From an optimization exercise on the open Yosys and OpenROAD flow, aimed at small area and a short achievable clock period; shortcuts taken in it are not production practice.
Only simulation tests tie the RTL to the original design; equivalence was not proved.
Power figures rest on the tool's default switching activity, not on a simulated workload.

$ cat design/flow/design.v
module fadd(a,b,c,s,co);
input a,b,c;
output s,co;
assign s=a^b^c;
assign co=(a&b)|(a&c)|(b&c);
endmodule
module hadd(a,b,s,co);
input a,b;
output s,co;
assign s=a^b;
assign co=a&b;
endmodule
module ygp(a,b,gn,pn);
input a,b;
output gn,pn;
assign gn=~(a&b);
assign pn=~(a|b);
endmodule
module yxor(a,b,t);
input a,b;
output t;
assign t=a^b;
endmodule
module yadd(gn,pn,t,h,h1,h2,h3,y);
input [13:0]gn,pn,t;
input [3:0]h;
input h1,h2,h3;    
output [17:0]y;
wire G0_1,G0_2,P0_2,G0_3,P0_3,G0_4,P0_4,G0_5,P0_5,G0_6,P0_6,G0_7,P0_7,G0_8,P0_8,G0_9,P0_9,G0_10,P0_10,G0_11,P0_11,G0_12,P0_12,G0_13,P0_13,G1_2,G1_3,G1_4,P1_4,G1_5,P1_5,G1_6,P1_6,G1_7,P1_7,G1_8,P1_8,G1_9,P1_9,G1_10,P1_10,G1_11,P1_11,G1_12,P1_12,G1_13,P1_13,G2_4,G2_5,G2_6,G2_7,G2_8,P2_8,G2_9,P2_9,G2_10,P2_10,G2_11,P2_11,G2_12,P2_12,G2_13,P2_13,G3_8,G3_9,G3_10,G3_11,G3_12,G3_13;
assign G0_1=~gn[1]|(~pn[1]&~gn[0]);
assign G0_2=~gn[2]|(~pn[2]&~gn[1]);
assign P0_2=~pn[2]&~pn[1];
assign G0_3=~gn[3]|(~pn[3]&~gn[2]);
assign P0_3=~pn[3]&~pn[2];
assign G0_4=~gn[4]|(~pn[4]&~gn[3]);
assign P0_4=~pn[4]&~pn[3];
assign G0_5=~gn[5]|(~pn[5]&~gn[4]);
assign P0_5=~pn[5]&~pn[4];
assign G0_6=~gn[6]|(~pn[6]&~gn[5]);
assign P0_6=~pn[6]&~pn[5];
assign G0_7=~gn[7]|(~pn[7]&~gn[6]);
assign P0_7=~pn[7]&~pn[6];
assign G0_8=~gn[8]|(~pn[8]&~gn[7]);
assign P0_8=~pn[8]&~pn[7];
assign G0_9=~gn[9]|(~pn[9]&~gn[8]);
assign P0_9=~pn[9]&~pn[8];
assign G0_10=~gn[10]|(~pn[10]&~gn[9]);
assign P0_10=~pn[10]&~pn[9];
assign G0_11=~gn[11]|(~pn[11]&~gn[10]);
assign P0_11=~pn[11]&~pn[10];
assign G0_12=~gn[12]|(~pn[12]&~gn[11]);
assign P0_12=~pn[12]&~pn[11];
assign G0_13=~gn[13]|(~pn[13]&~gn[12]);
assign P0_13=~pn[13]&~pn[12];
assign G1_2=G0_2|(P0_2&~gn[0]);
assign G1_3=G0_3|(P0_3&G0_1);
assign G1_4=G0_4|(P0_4&G0_2);
assign P1_4=P0_4&P0_2;
assign G1_5=G0_5|(P0_5&G0_3);
assign P1_5=P0_5&P0_3;
assign G1_6=G0_6|(P0_6&G0_4);
assign P1_6=P0_6&P0_4;
assign G1_7=G0_7|(P0_7&G0_5);
assign P1_7=P0_7&P0_5;
assign G1_8=G0_8|(P0_8&G0_6);
assign P1_8=P0_8&P0_6;
assign G1_9=G0_9|(P0_9&G0_7);
assign P1_9=P0_9&P0_7;
assign G1_10=G0_10|(P0_10&G0_8);
assign P1_10=P0_10&P0_8;
assign G1_11=G0_11|(P0_11&G0_9);
assign P1_11=P0_11&P0_9;
assign G1_12=G0_12|(P0_12&G0_10);
assign P1_12=P0_12&P0_10;
assign G1_13=G0_13|(P0_13&G0_11);
assign P1_13=P0_13&P0_11;
assign G2_4=G1_4|(P1_4&~gn[0]);
assign G2_5=G1_5|(P1_5&G0_1);
assign G2_6=G1_6|(P1_6&G1_2);
assign G2_7=G1_7|(P1_7&G1_3);
assign G2_8=G1_8|(P1_8&G1_4);
assign P2_8=P1_8&P1_4;
assign G2_9=G1_9|(P1_9&G1_5);
assign P2_9=P1_9&P1_5;
assign G2_10=G1_10|(P1_10&G1_6);
assign P2_10=P1_10&P1_6;
assign G2_11=G1_11|(P1_11&G1_7);
assign P2_11=P1_11&P1_7;
assign G2_12=G1_12|(P1_12&G1_8);
assign P2_12=P1_12&P1_8;
assign G2_13=G1_13|(P1_13&G1_9);
assign P2_13=P1_13&P1_9;
assign G3_8=G2_8|(P2_8&~gn[0]);
assign G3_9=G2_9|(P2_9&G0_1);
assign G3_10=G2_10|(P2_10&G1_2);
assign G3_11=G2_11|(P2_11&G1_3);
assign G3_12=G2_12|(P2_12&G2_4);
assign G3_13=G2_13|(P2_13&G2_5);
assign y[0]=t[0];
assign y[1]=t[1]^~gn[0];
assign y[2]=t[2]^G0_1;
assign y[3]=t[3]^G1_2;
assign y[4]=t[4]^G1_3;
assign y[5]=t[5]^G2_4;
assign y[6]=t[6]^G2_5;
assign y[7]=t[7]^G2_6;
assign y[8]=t[8]^G2_7;
assign y[9]=t[9]^G3_8;
assign y[10]=t[10]^G3_9;
assign y[11]=t[11]^G3_10;
assign y[12]=t[12]^G3_11;
assign y[13]=t[13]^G3_12;
assign y[14]=h[0]^G3_13;
assign y[15]=h[1]^(G3_13&h1);
assign y[16]=h[2]^(G3_13&h2);
assign y[17]=h[3]^(G3_13&h3);
endmodule
module Fir(reset_n,clk,x_in,y_out);
input reset_n,clk;
input [15:0]x_in;
output [23:0]y_out;
reg [13:0]r4;
reg [17:0]r3;
reg [17:0]r2;
reg [17:0]r1;
reg c3_9;
reg c2_9;
reg c1_9;
wire zx;
wire [17:0]a3_s;
wire [18:0]a3_c;
wire [17:0]a3_r;
wire [18:0]a3_k;
wire [17:0]a2_s;
wire [18:0]a2_c;
wire [17:0]a2_r;
wire [18:0]a2_k;
wire [17:0]a1_s;
wire [18:0]a1_c;
wire [17:0]a1_r;
wire [18:0]a1_k;
wire [17:0]r1i9;
wire [13:0]yg;
wire [13:0]yp;
wire [13:0]yt;
wire [17:0]y;
wire yh1;
wire yh2;
assign zx=~(x_in[2]|x_in[1]|x_in[0]);    
fadd u1(.a(x_in[0]),.b(~x_in[3]),.c(r4[0]),.s(a3_s[0]),.co(a3_c[1]));
fadd u2(.a(x_in[1]),.b(~x_in[4]),.c(r4[1]),.s(a3_s[1]),.co(a3_c[2]));
fadd u3(.a(x_in[2]),.b(~x_in[5]),.c(r4[2]),.s(a3_s[2]),.co(a3_c[3]));
fadd u4(.a(x_in[3]),.b(~x_in[6]),.c(r4[3]),.s(a3_s[3]),.co(a3_c[4]));
fadd u5(.a(x_in[4]),.b(~x_in[7]),.c(r4[4]),.s(a3_s[4]),.co(a3_c[5]));
fadd u6(.a(x_in[5]),.b(~x_in[8]),.c(r4[5]),.s(a3_s[5]),.co(a3_c[6]));
fadd u7(.a(x_in[6]),.b(~x_in[9]),.c(r4[6]),.s(a3_s[6]),.co(a3_c[7]));
fadd u8(.a(x_in[7]),.b(~x_in[10]),.c(r4[7]),.s(a3_s[7]),.co(a3_c[8]));
fadd u9(.a(x_in[8]),.b(~x_in[11]),.c(r4[8]),.s(a3_s[8]),.co(a3_c[9]));
fadd u10(.a(x_in[9]),.b(~x_in[12]),.c(r4[9]),.s(a3_s[9]),.co(a3_c[10]));
fadd u11(.a(x_in[10]),.b(~x_in[13]),.c(r4[10]),.s(a3_s[10]),.co(a3_c[11]));
fadd u12(.a(x_in[11]),.b(~x_in[14]),.c(r4[11]),.s(a3_s[11]),.co(a3_c[12]));
fadd u13(.a(x_in[12]),.b(~x_in[15]),.c(r4[12]),.s(a3_s[12]),.co(a3_c[13]));
assign a3_s[13]=~(x_in[13]^r4[13]);
assign a3_c[14]=x_in[13]|r4[13];
assign a3_s[14]=~(x_in[14]^a3_c[14]);
assign a3_c[15]=x_in[14]|a3_c[14];
assign a3_s[15]=~(x_in[15]^a3_c[15]);
assign a3_c[16]=x_in[15]|a3_c[15];
hadd u14(.a(a3_s[0]),.b(zx),.s(a3_r[0]),.co(a3_k[1]));
fadd u15(.a(a3_s[1]),.b(a3_c[1]),.c(a3_k[1]),.s(a3_r[1]),.co(a3_k[2]));
fadd u16(.a(a3_s[2]),.b(a3_c[2]),.c(a3_k[2]),.s(a3_r[2]),.co(a3_k[3]));
fadd u17(.a(a3_s[3]),.b(a3_c[3]),.c(a3_k[3]),.s(a3_r[3]),.co(a3_k[4]));
fadd u18(.a(a3_s[4]),.b(a3_c[4]),.c(a3_k[4]),.s(a3_r[4]),.co(a3_k[5]));
fadd u19(.a(a3_s[5]),.b(a3_c[5]),.c(a3_k[5]),.s(a3_r[5]),.co(a3_k[6]));
fadd u20(.a(a3_s[6]),.b(a3_c[6]),.c(a3_k[6]),.s(a3_r[6]),.co(a3_k[7]));
fadd u21(.a(a3_s[7]),.b(a3_c[7]),.c(a3_k[7]),.s(a3_r[7]),.co(a3_k[8]));
fadd u22(.a(a3_s[8]),.b(a3_c[8]),.c(a3_k[8]),.s(a3_r[8]),.co(a3_k[9]));
hadd u23(.a(a3_s[9]),.b(a3_c[9]),.s(a3_r[9]),.co(a3_k[10]));
fadd u24(.a(a3_s[10]),.b(a3_c[10]),.c(a3_k[10]),.s(a3_r[10]),.co(a3_k[11]));
fadd u25(.a(a3_s[11]),.b(a3_c[11]),.c(a3_k[11]),.s(a3_r[11]),.co(a3_k[12]));
fadd u26(.a(a3_s[12]),.b(a3_c[12]),.c(a3_k[12]),.s(a3_r[12]),.co(a3_k[13]));
fadd u27(.a(a3_s[13]),.b(a3_c[13]),.c(a3_k[13]),.s(a3_r[13]),.co(a3_k[14]));
hadd u28(.a(a3_s[14]),.b(a3_k[14]),.s(a3_r[14]),.co(a3_k[15]));
hadd u29(.a(a3_s[15]),.b(a3_k[15]),.s(a3_r[15]),.co(a3_k[16]));
assign a3_r[16]=~(a3_c[16]^a3_k[16]);
assign a3_k[17]=a3_c[16]|a3_k[16];
hadd u30(.a(1'b1),.b(a3_k[17]),.s(a3_r[17]),.co(a3_k[18]));
hadd u31(.a(x_in[0]),.b(r3[0]),.s(a2_r[0]),.co(a2_k[1]));
fadd u32(.a(x_in[1]),.b(r3[1]),.c(a2_k[1]),.s(a2_r[1]),.co(a2_k[2]));
fadd u33(.a(x_in[2]),.b(r3[2]),.c(a2_k[2]),.s(a2_r[2]),.co(a2_k[3]));
fadd u34(.a(x_in[3]),.b(r3[3]),.c(a2_k[3]),.s(a2_r[3]),.co(a2_k[4]));
fadd u35(.a(x_in[4]),.b(r3[4]),.c(a2_k[4]),.s(a2_r[4]),.co(a2_k[5]));
fadd u36(.a(x_in[5]),.b(r3[5]),.c(a2_k[5]),.s(a2_r[5]),.co(a2_k[6]));
fadd u37(.a(x_in[6]),.b(r3[6]),.c(a2_k[6]),.s(a2_r[6]),.co(a2_k[7]));
fadd u38(.a(x_in[7]),.b(r3[7]),.c(a2_k[7]),.s(a2_r[7]),.co(a2_k[8]));
fadd u39(.a(x_in[8]),.b(r3[8]),.c(a2_k[8]),.s(a2_r[8]),.co(a2_k[9]));
fadd u40(.a(x_in[9]),.b(r3[9]),.c(c3_9),.s(a2_r[9]),.co(a2_k[10]));
fadd u41(.a(x_in[10]),.b(r3[10]),.c(a2_k[10]),.s(a2_r[10]),.co(a2_k[11]));
fadd u42(.a(x_in[11]),.b(r3[11]),.c(a2_k[11]),.s(a2_r[11]),.co(a2_k[12]));
fadd u43(.a(x_in[12]),.b(r3[12]),.c(a2_k[12]),.s(a2_r[12]),.co(a2_k[13]));
fadd u44(.a(x_in[13]),.b(r3[13]),.c(a2_k[13]),.s(a2_r[13]),.co(a2_k[14]));
fadd u45(.a(x_in[14]),.b(r3[14]),.c(a2_k[14]),.s(a2_r[14]),.co(a2_k[15]));
fadd u46(.a(x_in[15]),.b(r3[15]),.c(a2_k[15]),.s(a2_r[15]),.co(a2_k[16]));
hadd u47(.a(r3[16]),.b(a2_k[16]),.s(a2_r[16]),.co(a2_k[17]));
hadd u48(.a(r3[17]),.b(a2_k[17]),.s(a2_r[17]),.co(a2_k[18]));
fadd u49(.a(x_in[0]),.b(~x_in[3]),.c(r2[0]),.s(a1_s[0]),.co(a1_c[1]));
fadd u50(.a(x_in[1]),.b(~x_in[4]),.c(r2[1]),.s(a1_s[1]),.co(a1_c[2]));
fadd u51(.a(x_in[2]),.b(~x_in[5]),.c(r2[2]),.s(a1_s[2]),.co(a1_c[3]));
fadd u52(.a(x_in[3]),.b(~x_in[6]),.c(r2[3]),.s(a1_s[3]),.co(a1_c[4]));
fadd u53(.a(x_in[4]),.b(~x_in[7]),.c(r2[4]),.s(a1_s[4]),.co(a1_c[5]));
fadd u54(.a(x_in[5]),.b(~x_in[8]),.c(r2[5]),.s(a1_s[5]),.co(a1_c[6]));
fadd u55(.a(x_in[6]),.b(~x_in[9]),.c(r2[6]),.s(a1_s[6]),.co(a1_c[7]));
fadd u56(.a(x_in[7]),.b(~x_in[10]),.c(r2[7]),.s(a1_s[7]),.co(a1_c[8]));
fadd u57(.a(x_in[8]),.b(~x_in[11]),.c(r2[8]),.s(a1_s[8]),.co(a1_c[9]));
fadd u58(.a(x_in[9]),.b(~x_in[12]),.c(r2[9]),.s(a1_s[9]),.co(a1_c[10]));
fadd u59(.a(x_in[10]),.b(~x_in[13]),.c(r2[10]),.s(a1_s[10]),.co(a1_c[11]));
fadd u60(.a(x_in[11]),.b(~x_in[14]),.c(r2[11]),.s(a1_s[11]),.co(a1_c[12]));
fadd u61(.a(x_in[12]),.b(~x_in[15]),.c(r2[12]),.s(a1_s[12]),.co(a1_c[13]));
assign a1_s[13]=~(x_in[13]^r2[13]);
assign a1_c[14]=x_in[13]|r2[13];
assign a1_s[14]=~(x_in[14]^r2[14]);
assign a1_c[15]=x_in[14]|r2[14];
assign a1_s[15]=~(x_in[15]^r2[15]);
assign a1_c[16]=x_in[15]|r2[15];
assign a1_s[16]=~(r2[16]^a1_c[16]);
assign a1_c[17]=r2[16]|a1_c[16];
assign a1_s[17]=~(r2[17]^a1_c[17]);
assign a1_c[18]=r2[17]|a1_c[17];
hadd u62(.a(a1_s[0]),.b(zx),.s(a1_r[0]),.co(a1_k[1]));
fadd u63(.a(a1_s[1]),.b(a1_c[1]),.c(a1_k[1]),.s(a1_r[1]),.co(a1_k[2]));
fadd u64(.a(a1_s[2]),.b(a1_c[2]),.c(a1_k[2]),.s(a1_r[2]),.co(a1_k[3]));
fadd u65(.a(a1_s[3]),.b(a1_c[3]),.c(a1_k[3]),.s(a1_r[3]),.co(a1_k[4]));
fadd u66(.a(a1_s[4]),.b(a1_c[4]),.c(a1_k[4]),.s(a1_r[4]),.co(a1_k[5]));
fadd u67(.a(a1_s[5]),.b(a1_c[5]),.c(a1_k[5]),.s(a1_r[5]),.co(a1_k[6]));
fadd u68(.a(a1_s[6]),.b(a1_c[6]),.c(a1_k[6]),.s(a1_r[6]),.co(a1_k[7]));
fadd u69(.a(a1_s[7]),.b(a1_c[7]),.c(a1_k[7]),.s(a1_r[7]),.co(a1_k[8]));
fadd u70(.a(a1_s[8]),.b(a1_c[8]),.c(a1_k[8]),.s(a1_r[8]),.co(a1_k[9]));
fadd u71(.a(a1_s[9]),.b(a1_c[9]),.c(c2_9),.s(a1_r[9]),.co(a1_k[10]));
fadd u72(.a(a1_s[10]),.b(a1_c[10]),.c(a1_k[10]),.s(a1_r[10]),.co(a1_k[11]));
fadd u73(.a(a1_s[11]),.b(a1_c[11]),.c(a1_k[11]),.s(a1_r[11]),.co(a1_k[12]));
fadd u74(.a(a1_s[12]),.b(a1_c[12]),.c(a1_k[12]),.s(a1_r[12]),.co(a1_k[13]));
fadd u75(.a(a1_s[13]),.b(a1_c[13]),.c(a1_k[13]),.s(a1_r[13]),.co(a1_k[14]));
fadd u76(.a(a1_s[14]),.b(a1_c[14]),.c(a1_k[14]),.s(a1_r[14]),.co(a1_k[15]));
fadd u77(.a(a1_s[15]),.b(a1_c[15]),.c(a1_k[15]),.s(a1_r[15]),.co(a1_k[16]));
hadd u78(.a(a1_s[16]),.b(a1_k[16]),.s(a1_r[16]),.co(a1_k[17]));
hadd u79(.a(a1_s[17]),.b(a1_k[17]),.s(a1_r[17]),.co(a1_k[18]));
assign r1i9[8:0]=r1[8:0];
assign r1i9[9]=r1[9]^c1_9;
assign r1i9[10]=r1[10]^(c1_9&(&r1[9:9]));
assign r1i9[11]=r1[11]^(c1_9&(&r1[10:9]));
assign r1i9[12]=r1[12]^(c1_9&(&r1[11:9]));
assign r1i9[13]=r1[13]^(c1_9&(&r1[12:9]));
assign r1i9[14]=r1[14]^(c1_9&(&r1[13:9]));
assign r1i9[15]=r1[15]^(c1_9&(&r1[14:9]));
assign r1i9[16]=r1[16]^(c1_9&(&r1[15:9]));
assign r1i9[17]=r1[17]^(c1_9&(&r1[16:9]));
ygp u80(.a(x_in[2]),.b(r1i9[0]),.gn(yg[0]),.pn(yp[0]));
yxor u81(.a(x_in[2]),.b(r1i9[0]),.t(yt[0]));
ygp u82(.a(x_in[3]),.b(r1i9[1]),.gn(yg[1]),.pn(yp[1]));
yxor u83(.a(x_in[3]),.b(r1i9[1]),.t(yt[1]));
ygp u84(.a(x_in[4]),.b(r1i9[2]),.gn(yg[2]),.pn(yp[2]));
yxor u85(.a(x_in[4]),.b(r1i9[2]),.t(yt[2]));
ygp u86(.a(x_in[5]),.b(r1i9[3]),.gn(yg[3]),.pn(yp[3]));
yxor u87(.a(x_in[5]),.b(r1i9[3]),.t(yt[3]));
ygp u88(.a(x_in[6]),.b(r1i9[4]),.gn(yg[4]),.pn(yp[4]));
yxor u89(.a(x_in[6]),.b(r1i9[4]),.t(yt[4]));
ygp u90(.a(x_in[7]),.b(r1i9[5]),.gn(yg[5]),.pn(yp[5]));
yxor u91(.a(x_in[7]),.b(r1i9[5]),.t(yt[5]));
ygp u92(.a(x_in[8]),.b(r1i9[6]),.gn(yg[6]),.pn(yp[6]));
yxor u93(.a(x_in[8]),.b(r1i9[6]),.t(yt[6]));
ygp u94(.a(x_in[9]),.b(r1i9[7]),.gn(yg[7]),.pn(yp[7]));
yxor u95(.a(x_in[9]),.b(r1i9[7]),.t(yt[7]));
ygp u96(.a(x_in[10]),.b(r1i9[8]),.gn(yg[8]),.pn(yp[8]));
yxor u97(.a(x_in[10]),.b(r1i9[8]),.t(yt[8]));
ygp u98(.a(x_in[11]),.b(r1i9[9]),.gn(yg[9]),.pn(yp[9]));
yxor u99(.a(x_in[11]),.b(r1i9[9]),.t(yt[9]));
ygp u100(.a(x_in[12]),.b(r1i9[10]),.gn(yg[10]),.pn(yp[10]));
yxor u101(.a(x_in[12]),.b(r1i9[10]),.t(yt[10]));
ygp u102(.a(x_in[13]),.b(r1i9[11]),.gn(yg[11]),.pn(yp[11]));
yxor u103(.a(x_in[13]),.b(r1i9[11]),.t(yt[11]));
ygp u104(.a(x_in[14]),.b(r1i9[12]),.gn(yg[12]),.pn(yp[12]));
yxor u105(.a(x_in[14]),.b(r1i9[12]),.t(yt[12]));
ygp u106(.a(x_in[15]),.b(r1i9[13]),.gn(yg[13]),.pn(yp[13]));
yxor u107(.a(x_in[15]),.b(r1i9[13]),.t(yt[13]));
assign yh2=r1i9[14]&r1i9[15]&r1i9[16];
assign yh1=r1i9[14]&r1i9[15];
yadd ya(.gn(yg),.pn(yp),.t(yt),.h(r1i9[17:14]),.h1(r1i9[14]),.h2(yh1),.h3(yh2),.y(y));
always @(posedge clk or negedge reset_n)
begin
if(!reset_n)
	begin
	r4<=14'h0;
	r3<=18'h0;
	r2<=18'h0;
	r1<=18'h0;
	c3_9<=1'h0;
	c2_9<=1'h0;
	c1_9<=1'h0;
	end
else
	begin
	r4<=x_in[15:2];
	r3<={a3_r[17],a3_r[16],a3_r[15],a3_r[14],a3_r[13],a3_r[12],a3_r[11],a3_r[10],a3_r[9],a3_r[8],a3_r[7],a3_r[6],a3_r[5],a3_r[4],a3_r[3],a3_r[2],a3_r[1],a3_r[0]};
	r2<={a2_r[17],a2_r[16],a2_r[15],a2_r[14],a2_r[13],a2_r[12],a2_r[11],a2_r[10],a2_r[9],a2_r[8],a2_r[7],a2_r[6],a2_r[5],a2_r[4],a2_r[3],a2_r[2],a2_r[1],a2_r[0]};
	r1<={a1_r[17],a1_r[16],a1_r[15],a1_r[14],a1_r[13],a1_r[12],a1_r[11],a1_r[10],a1_r[9],a1_r[8],a1_r[7],a1_r[6],a1_r[5],a1_r[4],a1_r[3],a1_r[2],a1_r[1],a1_r[0]};
	c3_9<=a3_k[9];
	c2_9<=a2_k[9];
	c1_9<=a1_k[9];
	end
end
assign y_out={6'b0,y};
endmodule
$ cat design/flow/flow/run.sh
#!/bin/bash
# Own layout flow: the standard flow (standard.sh), with two changes:
#  - clock tree synthesis without dummy load cells (-dont_use_dummy_load),
#  - port buffers start from buf_1 instead of the flow's default choice.
# Each tool's output goes to the ORFS logs under orfs/logs/; make's own output
# goes to flow_make.log here.
set -euo pipefail
bash standard.sh \
  "CTS_ARGS=-sink_clustering_enable -repair_clock_nets -dont_use_dummy_load -sink_clustering_size 30 -buf_list {sky130_fd_sc_hd__clkbuf_4 sky130_fd_sc_hd__clkbuf_8}" \
  "BUFFER_PORTS_ARGS=-buffer_cell sky130_fd_sc_hd__buf_1" \
  finish > flow_make.log 2>&1
$ cat design/flow/standard.sh
#!/bin/bash
# synth_recipe.tcl (not shown) runs the flow's synth.tcl, then flattens the netlist and writes it again
# the make line also repeats each setting of config.mk as NAME=value (left out here)
make -C /OpenROAD-flow-scripts/flow DESIGN_CONFIG=/design/flow/config.mk WORK_HOME=/design/flow/orfs CLKGATE_MAP_FILE= SYNTH_SCRIPT=/design/flow/synth_recipe.tcl "${@:-finish}"
$ cat design/flow/config.mk
export PLATFORM = sky130hd
export DESIGN_NAME = Fir
export DESIGN_NICKNAME = Fir
export VERILOG_FILES = /design/flow/design.v
export SDC_FILE = /design/flow/constraint.sdc
export NUM_CORES = 4
export LEC_CHECK = 0
export CAP_MARGIN = 20
export CORE_MARGIN = 2
export CORE_UTILIZATION = 40
export CTS_BUF_LIST = sky130_fd_sc_hd__clkbuf_4 sky130_fd_sc_hd__clkbuf_8
export CTS_CLUSTER_SIZE = 30
export SETUP_SLACK_MARGIN = 3.7
export SLEW_MARGIN = 20
export SYNTH_HIERARCHICAL = 1
export SYNTH_MINIMUM_KEEP_SIZE = 0
$ cat design/flow/constraint.sdc
create_clock -name core_clock -period 10.0 [get_ports {clk}]
set_input_delay 2.0000 -clock core_clock [delete_from_list [all_inputs] [get_ports {clk}]]
set_output_delay 2.0000 -clock core_clock [all_outputs]
set_load 0.01 [all_outputs]
==> metrics.md, run 1 <==
| Metric | Value |
|---|---|
| Area growth syn-to-layout | 9.20% |
| Vias in the first global route | 2566 |
| Initial DRC count | 103 |
| Final Cycle Share | 0.606 |
| H-tree levels | 3 |
| Final ANT Viol Nets | 0 |
| Hold Startpoint | r3[0]$_DFF_PN0_ |
| Crit Path Max Fanout | 8 |
| Port Buffers | 35 |
| First-pass GRT wire length | 12500 um |
| Comb power frac | 0.538 |
| Root Driver | clkbuf_8 |
| Syn_area_per_cell | 13.3 um2 |
| Pwr/cell area | 283 nW/um2 |
| Hold EP | r2[0]$_DFF_PN0_ |
| Tmin final | 6.06 ns |
| Slew Viols, Final | 0 |
| Overall power | 1.38 mW |
| R2R Setup Slk | 5.66 ns |
| Storage cell area | 1780 um2 |
| Critical Path RT | 8.00 ns |
| GR Util met2 | 0.219 |
| Largest net degree at the start of global routing | 72 |
| Clk_skew | 0.0253 ns |
| RSZ-0062 raised after global routing | no |
| CTS Sinks | 71 |
| Startpoint Class | primary input |
| Sequential power share | 0.338 |
| Peak VDD IR | 99.1 uV |
| TritonCTS Buffers | 9 |
| Sw frac | 0.419 |
| Psw | 579 uW |
| Final Hold Vio Count | 0 |
| Hpwl dp | 5820 um |
| FILL cells | 998 |
| Gpl congestion | 0.825 |
| RR Startpoint | r2[0]$_DFF_PN0_ |
| WP buf/inv | 2 |
| End of the worst register-to-register path | r1[8]$_DFF_PN0_ |
| Number of detailed-route iterations in the first pass | 4 |
| Worst min-delay path class | flip-flop to flip-flop |
| Slew HR | 0.398 |
| Clock power frac | 0.124 |
| Bufs on Longest Clock Path | 2 |
| Busiest grt layer | met2 |
| Post-Place Cells | 509 |
| WP depth | 8 |
| M1 GR Usage | 0.197 |
| Clock transition at path regs | 0.08 ns |
| Total core area | 10800 um2 |
| GRT met3 Usage | 0.0308 |
| Setup TNS | 0 ns |
| Nets | 486 |
| Leak | 2.16 nW |
| FMAX | 165 MHz |
| Synth Cell Area | 4460 um2 |
| Area of the multi-input gates | 2530 um2 |
| N_diodes | 0 |
| Slowest-stage cell, CP | or4_4 |
| Post-Syn Instances | 335 |
| Die width | 110 um |
| Layout cells sized above 1 | 0.0661 |
| Avg Vias per Cell | 4.69 |
| Remaining global-route overflow | 0 |
| Total routed wirelength | 7260 um |
| Ys Warns | 7 |
| Final setup fails | 0 |
| Residual DRC count | 0 |
| Die Y | 110 um |
| I/O Pins | 42 |
| Initial core utilization | 0.411 |
| Finished Layout Cells | 518 |
| Reg2reg path depth | 10 |
| All-Layer GR Usage | 0.141 |
| Status | complete, no violations |
| Setup Buffers After CTS | 0 |
| CP Capture Type | primary output |
| Crit path max-delay family | simple AND/OR/NAND/NOR gates |
| Worst-path cell chain | buf_1 -> nor2_1 -> or4_4 -> o21ai_2 -> o211ai_2 -> a21boi_1 -> xor2_1 -> buf_1 |
| Routed vias | 2430 |
| Internal power | 801 uW |
| Worst hold path cell count | 1 |
| Crit-path max cell delay | 0.55 ns |
| Std cell rows | 38 |
| Skew-Pair Late Insertion Delay | 0.34 ns |
| Initial antenna violation count | 0 |
| CP dominant cell by count | buf_1 |
| WL/cell | 14.0 um |
| Final core occ | 0.449 |
| CTS tree | done |
| Arr. time, crit path | 4.06 ns |
| Slack of the critical path | 3.94 ns |
| Max Cap Viol | 0 |
| Worst slew pin tran | 0.902 ns |
| Die ar. | 12000 um2 |
| Worst Path Class, Setup | primary input to primary output |
| Dpl ws | 3.35 ns |
## worst max-delay path by stage
stage | startpoint | to
6_report | x_in[5] | y_out[16]
5_1_grt | x_in[9] | y_out[16]
4_1_cts | x_in[3] | r1[8]$_DFF_PN0_
3_5_place_dp | x_in[3] | r1[8]$_DFF_PN0_
3_3_place_gp | x_in[3] | r1[8]$_DFF_PN0_
2_1_floorplan | x_in[3] | r1[8]$_DFF_PN0_
## registers in the layout, summed over array words and instances, names as in the netlist
signal  count
c2_9        1
c1_9        1
r2         18
r4         14
c3_9        1
r1         18
r3         18
## cells in the final DEF, fill, tap and decap left out, types with 2 or more instances in the layout
cell type / n
o21a_1: 5
fa_1: 68
conb_1: 7
o21ai_1: 2
clkbuf_8: 9
buf_1: 30
a21oi_1: 2
a21boi_1: 3
nor4_1: 2
xor2_1: 29
inv_1: 32
dfrtp_1: 71
o21ai_0: 6
a31oi_1: 4
nor3_1: 5
ha_1: 20
clkbuf_2: 4
nand2_1: 23
xnor2_1: 10
nor2_1: 19
and3_1: 2
nand3_1: 2
## power groups by stage
stage,Combinational [mW],Sequential [mW],Clock [mW]
5_1_grt,0.866,0.481,0.191
6_report,0.742,0.467,0.171
3_5_place_dp,0.759,0.474,0
4_1_cts,0.762,0.468,0.178
2_1_floorplan,0.566,0.461,0
3_3_place_gp,0.736,0.469,0
## area by class of cell
class | instances | share of cell area
Clock buffer | 9 | 0.0254
Inverter | 32 | 0.0247
Multi-Input combinational cell | 230 | 0.519
Sequential cell | 71 | 0.365
Tap cell | 140 | 0.0360
Timing Repair Buffer | 36 | 0.0298
## per-stage QoR
stage / instance area [um2] / hold WS (ns)
floorplan: 4480 / 0.443
global placement: 4740 / 0.447
detailed placement: 4740 / 0.460
CTS: 4860 / 0.481
global route: 4870 / 0.510
finish: 4870 / 0.480
## metal layers
layer	wire [um]	share of wire	up-vias
met5	0	0	-
met4	98	0.013	0
met3	241	0.033	9
met2	3490	0.48	37
met1	3440	0.47	1237
li1	-	-	1147
## repair_timing
item                       4_1_cts  5_1_grt
setup endpoints to repair        0        8
gates resized for setup          0        4
hold buffers                     0        0
==> run 2: changes to the inputs <==
--- a/design/flow/config.mk
+++ b/design/flow/config.mk
@@ -10,7 +10,7 @@
 export CORE_UTILIZATION = 40
 export CTS_BUF_LIST = sky130_fd_sc_hd__clkbuf_4 sky130_fd_sc_hd__clkbuf_8
 export CTS_CLUSTER_SIZE = 30
-export SETUP_SLACK_MARGIN = 3.7
+export SETUP_SLACK_MARGIN = 4.5
 export SLEW_MARGIN = 20
 export SYNTH_HIERARCHICAL = 1
 export SYNTH_MINIMUM_KEEP_SIZE = 0
==> metrics.md, run 2 <==
| Metric | Value |
|---|---|
| Status | complete, no violations |
| Worst-path cell chain | buf_8 -> nor2_1 -> o21a_4 -> nor4_4 -> o21ai_4 -> a41oi_2 -> xor2_1 -> buf_2 |
| Layout cells sized above 1 | 0.271 |
| All-Layer GR Usage | 0.154 |
| M1 GR Usage | 0.217 |
| Leak | 2.29 nW |
| Arr. time, crit path | 3.47 ns |
| Initial core utilization | 0.411 |
| Remaining global-route overflow | 0 |
| Post-Place Cells | 509 |
| Post-Syn Instances | 335 |
| Initial DRC count | 107 |
| Initial antenna violation count | 0 |
| Largest net degree at the start of global routing | 72 |
| Pwr/cell area | 287 nW/um2 |
| Most common library cell in the layout ignoring fill and taps | dfrtp_1 |
| Residual DRC count | 0 |
| Final Cycle Share | 0.547 |
| Area growth syn-to-layout | 19.2% |
| Clk_skew | 0.0238 ns |
| Std cell rows | 38 |
| Final ANT Viol Nets | 0 |
| Total routed wirelength | 7830 um |
| Bufs on Longest Clock Path | 2 |
| Worst Path Class, Setup | primary input to primary output |
| Hpwl dp | 5720 um |
| Ys Warns | 7 |
| Busiest grt layer | met2 |
| CP Capture Type | primary output |
| Vias in the first global route | 2806 |
| Most frequent cells in the layout | dfrtp_1, fa_1, inv_1 |
| Crit Path Max Fanout | 8 |
| Slew HR | 0.407 |
| Largest regs | r1: 18 flops, r2: 18 flops, r3: 18 flops |
| Setup TNS | 0 ns |
| Die Y | 110 um |
| H-tree levels | 3 |
| Number of detailed-route iterations in the first pass | 4 |
| N_diodes | 0 |
| Clock transition at path regs | 0.08 ns |
| Finished Layout Cells | 528 |
| Slew Viols, Final | 0 |
| CTS tree | done |
| Peak VDD IR | 163 uV |
| TritonCTS Buffers | 9 |
| CTS Sinks | 71 |
| Routed vias | 2568 |
| RSZ-0062 raised after global routing | yes |
| FILL cells | 943 |
| Gpl congestion | 0.765 |
| Total core area | 10800 um2 |
| Critical Path RT | 8.00 ns |
| I/O Pins | 42 |
| First-pass GRT wire length | 13700 um |
| Final setup fails | 0 |
| Slowest-stage cell, CP | nor4_4 |
| GR Util met2 | 0.239 |
| Die width | 110 um |
| GRT met3 Usage | 0.0320 |
| Final Hold Vio Count | 0 |
| Synth Cell Area | 4460 um2 |
| FMAX | 183 MHz |
| Startpoint Class | primary input |
| Root Driver | clkbuf_8 |
| Skew-Pair Late Insertion Delay | 0.35 ns |
| Port Buffers | 35 |
| Crit-path max cell delay | 0.31 ns |
| Tmin final | 5.47 ns |
| Nets | 496 |
| WL/cell | 14.8 um |
| Max Cap Viol | 0 |
| Final core occ | 0.491 |
| Avg Vias per Cell | 4.86 |
| Syn_area_per_cell | 13.3 um2 |
| Worst min-delay path class | flip-flop to flip-flop |
| Hold buffers post-CTS | 0 |
| Die ar. | 12000 um2 |
| Worst slew pin tran | 0.889 ns |
[run 2: final cells by class]
type | instances | area (um2) | area share
clock buffers | 9 | 124 | 0.0233
inverters | 32 | 120 | 0.0226
multi-input cells | 230 | 2790 | 0.524
flip-flops and latches | 71 | 1780 | 0.334
well taps | 140 | 175 | 0.0329
repair buffers | 46 | 337 | 0.0633
[run 2: final timing paths]
check                           startpoint               end  slack (ns)  cells after the start
hold reg to reg            r3[0]$_DFF_PN0_   r2[0]$_DFF_PN0_        0.47                      1
setup reg to reg           r2[0]$_DFF_PN0_   r1[8]$_DFF_PN0_        5.98                     10
hold / removal             r3[0]$_DFF_PN0_   r2[0]$_DFF_PN0_        0.47                      1
min in group asynchronous          reset_n   r3[2]$_DFF_PN0_        1.86                      2
max in group asynchronous          reset_n  r2[12]$_DFF_PN0_        7.55                      2
setup / recovery                   x_in[3]         y_out[11]        4.53                      8
[run 2: timing repair]
action,CTS,global route
pin swaps,7,17
buffers inserted,4,6
setup endpoints to repair,24,17
gates resized for setup,60,39
[run 2: power breakdown]
group	leakage (nW)	switching (mW)	total, mW	internal, mW
clock	0.0647	0.0919	0.172	0.0802
sequential	0.829	0.0724	0.474	0.402
combinational	1.40	0.479	0.878	0.398
total	2.29	0.644	1.52	0.880
[run 2: per-layer routing]
| metal | share of wire | wire (um) |
|---|---|---|
| met1 | 0.47 | 3670 |
| met2 | 0.47 | 3720 |
| met3 | 0.042 | 326 |
| met4 | 0.015 | 119 |
| met5 | 0 | 0 |
[run 2: per-stage QoR]
stage	hold WS [ns]	instance area [um2]	total power, mW	worst slack (ns)
final	0.474	5320	1.52	4.53
after CTS	0.477	5150	1.49	4.45
after global routing	0.514	5320	1.70	4.44
after detailed placement	0.459	4800	1.25	3.74
after global placement	0.459	4800	1.23	3.74
after floorplan	0.443	4530	1.04	4.42
[run 2: worst max-delay path: cells and delay by family]
kind                      cells  cell delay [ns]
and+or+nand+nor               2             0.37
xor gates and xnor gates      1             0.19
AOI/OAI and AO/OA             3             0.61
buffers and inverters         2             0.28
==> run 3: changes to the inputs <==
--- a/design/flow/config.mk
+++ b/design/flow/config.mk
@@ -10,7 +10,7 @@
 export CORE_UTILIZATION = 40
 export CTS_BUF_LIST = sky130_fd_sc_hd__clkbuf_4 sky130_fd_sc_hd__clkbuf_8
 export CTS_CLUSTER_SIZE = 30
-export SETUP_SLACK_MARGIN = 4.5
+export SETUP_SLACK_MARGIN = 4.3
 export SLEW_MARGIN = 20
 export SYNTH_HIERARCHICAL = 1
 export SYNTH_MINIMUM_KEEP_SIZE = 0
==> metrics.md, run 3 <==
| Metric | Value |
|---|---|
| Status | complete, no violations |
| Peak VDD IR | 136 uV |
| Largest regs | r1: 18 flops, r2: 18 flops, r3: 18 flops |
| Std cell rows | 38 |
| CTS Sinks | 71 |
| Final ANT Viol Nets | 0 |
| Tmin final | 5.60 ns |
| Die width | 110 um |
| Die ar. | 12000 um2 |
| Dpl ws | 3.54 ns |
| Leak | 2.20 nW |
| I/O Pins | 42 |
| H-tree levels | 3 |
| Worst slew pin tran | 0.914 ns |
| Pwr/cell area | 284 nW/um2 |
| Initial core utilization | 0.411 |
| Nets | 486 |
| Avg Vias per Cell | 4.74 |
| WL/cell | 13.8 um |
| FMAX | 179 MHz |
| Root Driver | clkbuf_8 |
| M1 GR Usage | 0.190 |
| Slew Viols, Final | 0 |
| Setup TNS | 0 ns |
| Hold buffers post-CTS | 0 |
| Final Hold Vio Count | 0 |
| Post-Syn Instances | 335 |
| All-Layer GR Usage | 0.137 |
| Remaining global-route overflow | 0 |
| Worst min-delay path class | flip-flop to flip-flop |
| Skew-Pair Late Insertion Delay | 0.34 ns |
| Crit path max-delay family | simple AND/OR/NAND/NOR gates |
| Layout cells sized above 1 | 0.177 |
| Final Cycle Share | 0.560 |
| Slew HR | 0.391 |
| Startpoint Class | primary input |
| First-pass GRT wire length | 12100 um |
| WP buf/inv | 2 |
| Initial DRC count | 138 |
| Residual DRC count | 0 |
| Overall power | 1.43 mW |
| Initial antenna violation count | 0 |
| Post-DP Area | 4780 um2 |
| Largest net degree at the start of global routing | 72 |
| Slowest-stage cell, CP | or4_4 |
| Hpwl dp | 5570 um |
| Crit-path max cell delay | 0.53 ns |
| Bufs on Longest Clock Path | 2 |
| Clk_skew | 0.0188 ns |
| Die Y | 110 um |
| Worst-path cell chain | buf_4 -> nor2_2 -> or4_4 -> o21ai_4 -> o211ai_4 -> a21boi_1 -> xor2_1 -> clkbuf_2 |
| Slack of the critical path | 4.40 ns |
| Final setup fails | 0 |
| Syn_area_per_cell | 13.3 um2 |
| GR Util met2 | 0.209 |
| Most frequent cells in the layout | dfrtp_1, fa_1, inv_1 |
| Max Cap Viol | 0 |
| TritonCTS Buffers | 9 |
| Worst Path Class, Setup | primary input to primary output |
| Vias in the first global route | 2532 |
| Most common library cell in the layout ignoring fill and taps | dfrtp_1 |
| Busiest grt layer | met2 |
| Crit Path Max Fanout | 8 |
| Critical Path RT | 8.00 ns |
| CTS tree | done |
| Synth Cell Area | 4460 um2 |
| Post-Place Cells | 509 |
| Port Buffers | 35 |
| RSZ-0062 raised after global routing | yes |
| Arr. time, crit path | 3.60 ns |
| Finished Layout Cells | 518 |
| Final instance area | 5040 um2 |
| Routed vias | 2455 |
| Number of detailed-route iterations in the first pass | 4 |
| GRT met3 Usage | 0.0314 |
| Total core area | 10800 um2 |
| Gpl congestion | 0.789 |
| Area growth syn-to-layout | 13.0% |
| N_diodes | 0 |
| Total routed wirelength | 7170 um |
| Clock transition at path regs | 0.07 ns |
| Ys Warns | 7 |
| CP Capture Type | primary output |
-- run 3: what timing repair did --
item	4_1_cts	5_1_grt
resized for setup	21	25
hold endpoints to repair	0	0
setup buffers	0	0
setup endpoints to repair	20	12
-- run 3: cell type report --
cell class / count / area, um2
Multi-Input combinational cell: 230 / 2650
Sequential cell: 71 / 1780
Inverter: 32 / 120
Timing Repair Buffer: 36 / 190
Tap cell: 140 / 175
Clock buffer: 9 / 124
Fill cell: 966 / 5800
-- run 3: worst paths after layout --
check,from,endpoint,slack (ns),cells after the start
min,r3[0]$_DFF_PN0_,r2[0]$_DFF_PN0_,0.47,1
min in group asynchronous,reset_n,r3[0]$_DFF_PN0_,1.85,2
max reg2reg,r4[0]$_DFF_PN0_,r3[8]$_DFF_PN0_,5.94,10
max,x_in[5],y_out[17],4.40,8
min reg2reg,r3[0]$_DFF_PN0_,r2[0]$_DFF_PN0_,0.47,1
max in group asynchronous,reset_n,r1[10]$_DFF_PN0_,7.51,2
-- run 3: where the power goes --
part / leakage [nW] / internal, mW / switching, mW
registers: 0.829 / 0.402 / 0.0645
logic: 1.30 / 0.347 / 0.447
clock network: 0.0647 / 0.0801 / 0.0888
total: 2.20 / 0.829 / 0.600
-- run 3: stage by stage --
step                 util  hold WS, ns
finish              0.465        0.471
global route        0.465        0.490
CTS                 0.456        0.477
detailed placement  0.441        0.459
global placement    0.441        0.450
floorplan               -        0.443
-- run 3: routing by layer --
metal | up-vias | wire (um)
li1 | 1142 | -
met1 | 1258 | 3350
met2 | 44 | 3450
met3 | 11 | 244
met4 | 0 | 130
met5 | - | 0
==> run 4: changes to the inputs <==
--- a/design/flow/config.mk
+++ b/design/flow/config.mk
@@ -7,9 +7,7 @@
 export LEC_CHECK = 0
 export CAP_MARGIN = 20
 export CORE_MARGIN = 2
-export CORE_UTILIZATION = 40
-export CTS_BUF_LIST = sky130_fd_sc_hd__clkbuf_4 sky130_fd_sc_hd__clkbuf_8
-export CTS_CLUSTER_SIZE = 30
+export CORE_UTILIZATION = 60
 export SETUP_SLACK_MARGIN = 4.3
 export SLEW_MARGIN = 20
 export SYNTH_HIERARCHICAL = 1
==> metrics.md, run 4 <==
| Metric | Value |
|---|---|
| Status | complete, no violations |
| Root Driver | clkbuf_8 |
| FMAX | 178 MHz |
| Std cell rows | 31 |
| Residual DRC count | 0 |
| CTS Sinks | 71 |
| Most frequent cells in the layout | dfrtp_1, fa_1, inv_1 |
| Largest net degree at the start of global routing | 72 |
| Crit Path Max Fanout | 8 |
| Final Hold Vio Count | 0 |
| Bufs on Longest Clock Path | 2 |
| Total core area | 7210 um2 |
| Final setup fails | 0 |
| Ys Warns | 7 |
| Hpwl dp | 6030 um |
| Largest regs | r1: 18 flops, r2: 18 flops, r3: 18 flops |
| M1 GR Usage | 0.272 |
| Avg Vias per Cell | 5.25 |
| Crit path max-delay family | compound AO/OA/AOI/OAI gates |
| I/O Pins | 42 |
| Die Y | 90.2 um |
| First-pass GRT wire length | 13300 um |
| Area growth syn-to-layout | 11.7% |
| Die width | 90.2 um |
| WL/cell | 16.2 um |
| Worst min-delay path class | flip-flop to flip-flop |
| All-Layer GR Usage | 0.219 |
| H-tree levels | 3 |
| CP Capture Type | primary output |
| Initial DRC count | 120 |
| Clock transition at path regs | 0.07 ns |
| Max Cap Viol | 0 |
| N_diodes | 0 |
| Leak | 2.20 nW |
| Worst-path cell chain | buf_2 -> nor2_1 -> o21a_1 -> o31a_1 -> and3_1 -> a21oi_1 -> xor2_1 -> buf_1 |
| Slew HR | 0.411 |
| Layout cells sized above 1 | 0.177 |
| Worst slew pin tran | 0.883 ns |
| Worst Path Class, Setup | primary input to primary output |
| Clk_skew | 0.0325 ns |
| Slowest-stage cell, CP | nor2_1 |
| Final instance area | 4980 um2 |
| Nets | 486 |
| Routed vias | 2502 |
| TritonCTS Buffers | 9 |
| Post-Syn Instances | 335 |
| Slew Viols, Final | 0 |
| Gpl congestion | 0.852 |
| Port Buffers | 35 |
| Crit-path max cell delay | 0.30 ns |
| Total routed wirelength | 7730 um |
| Pwr/cell area | 296 nW/um2 |
| Number of detailed-route iterations in the first pass | 4 |
| Vias in the first global route | 2777 |
| WP buf/inv | 2 |
| RSZ-0062 raised after global routing | no |
| Startpoint Class | primary input |
| Post-DP Area | 4730 um2 |
| Initial core utilization | 0.618 |
| Skew-Pair Late Insertion Delay | 0.36 ns |
| Syn_area_per_cell | 13.3 um2 |
| Worst Setup SP | x_in[9] |
| Final Cycle Share | 0.562 |
| CTS tree | done |
| Hold Startpoint | r3[17]$_DFF_PN0_ |
| GR Util met2 | 0.376 |
| Critical Path RT | 8.00 ns |
| Remaining global-route overflow | 0 |
| Peak VDD IR | 125 uV |
| Synth Cell Area | 4460 um2 |
| Busiest grt layer | met2 |
| Die ar. | 8140 um2 |
| Final ANT Viol Nets | 0 |
| Arr. time, crit path | 3.62 ns |
| Initial antenna violation count | 0 |
| RR Startpoint | r2[9]$_DFF_PN0_ |
| Most common library cell in the layout ignoring fill and taps | dfrtp_1 |
| Setup TNS | 0 ns |
| GRT met3 Usage | 0.0511 |
| Tmin final | 5.62 ns |
[run 4: cell types whose count changed in the layout (fill, tap and decap cells not counted)]
cell      previous run  this run
a21boi_1             1         2
a21boi_2             3         2
nor2_4               1         0
nor2_1              16        15
nor2_2               2         4
[run 4: layer usage]
metal / share of wire / up-vias / wire [um]
li1: - / 1141 / -
met3: 0.036 / 5 / 280
met2: 0.55 / 48 / 4230
met1: 0.40 / 1308 / 3120
met4: 0.012 / 0 / 95
met5: 0 / - / 0
[run 4: power breakdown]
group / internal [mW] / switching (mW)
Combinational: 0.358 / 0.467
Clock: 0.0800 / 0.0919
Sequential: 0.402 / 0.0737
[run 4: what timing repair did]
action | 4_1_cts | 5_1_grt
setup buffers | 0 | 0
setup endpoints to repair | 18 | 13
hold buffers | 0 | 0
hold endpoints to repair | 0 | 0
pin swaps | 0 | 5
gates resized for setup | 21 | 24
[run 4: worst register-to-register path: stages, from the launching register on]
cell and delay (ns):
dfrtp_1 0.40, fa_1 0.51, fa_2 0.40, fa_1 0.40, fa_2 0.36, fa_2 0.35
fa_2 0.35, fa_1 0.39, fa_1 0.38, ha_1 0.19, ha_1 0.27
[run 4: path summary, 6_finish.rpt]
path,cells past startpoint,end,slack [ns]
max,8,y_out[13],4.38
min,1,r2[17]$_DFF_PN0_,0.48
max reg2reg,10,r1[17]$_DFF_PN0_,5.87
min reg2reg,1,r2[17]$_DFF_PN0_,0.48
max in group asynchronous,2,r4[5]$_DFF_PN0_,7.57
min in group asynchronous,2,r1[0]$_DFF_PN0_,1.86
[run 4: stage by stage]
| step | std cells | setup WS (ns) | total power, mW | util | hold WS, ns |
|---|---|---|---|---|---|
| floorplan | 340 | 4.31 | 1.04 | - | 0.443 |
| global placement | 468 | 3.69 | 1.26 | 0.656 | 0.452 |
| detailed placement | 468 | 3.60 | 1.29 | 0.656 | 0.462 |
| CTS | 477 | 4.27 | 1.47 | 0.679 | 0.480 |
| global route | 477 | 4.30 | 1.62 | 0.691 | 0.513 |
| finish | 477 | 4.38 | 1.47 | 0.691 | 0.480 |
[run 4: area by class of cell]
type / instances / area [um2]
multi-input combinational: 230 / 2650
fill: 546 / 2230
sequential: 71 / 1780
timing repair buffer: 36 / 190
clock buffer: 9 / 124
tap: 99 / 124
inverter: 32 / 120

afterwards: timing with drivers on the ports:
No port has a modelled driver above. Below, the same layouts with a new extraction and two added sets of constraints.
Step 1: set_driving_cell puts a clkbuf_16 on clk and a buf_2 on each other input, an assumption about the parent block.
Step 2 moves the port delays by t, midway between the first and last clock arrival at a register: inputs arrive t later, outputs are due t later. That takes back most of the time a late clock gives input paths.
a / b / c = ideal / step 1 / step 2; a / b = the first two.
run | t, ns | setup slack, ns | worst data-port slew with drivers (ns)
run 1 | 0.360 | 3.937 / 3.914 / 3.618 | 0.03
run 2 | 0.367 | 4.534 / 4.481 / 4.164 | 0.06
run 3 | 0.365 | 4.399 / 4.376 / 4.040 | 0.04
run 4 | 0.381 | 4.383 / 4.359 / 4.028 | 0.04
After both steps setup and hold are still met in every run listed. For run 2, which loses most, drivers alone change the setup slack by -0.053 ns; drivers and shift together by -0.370 ns.
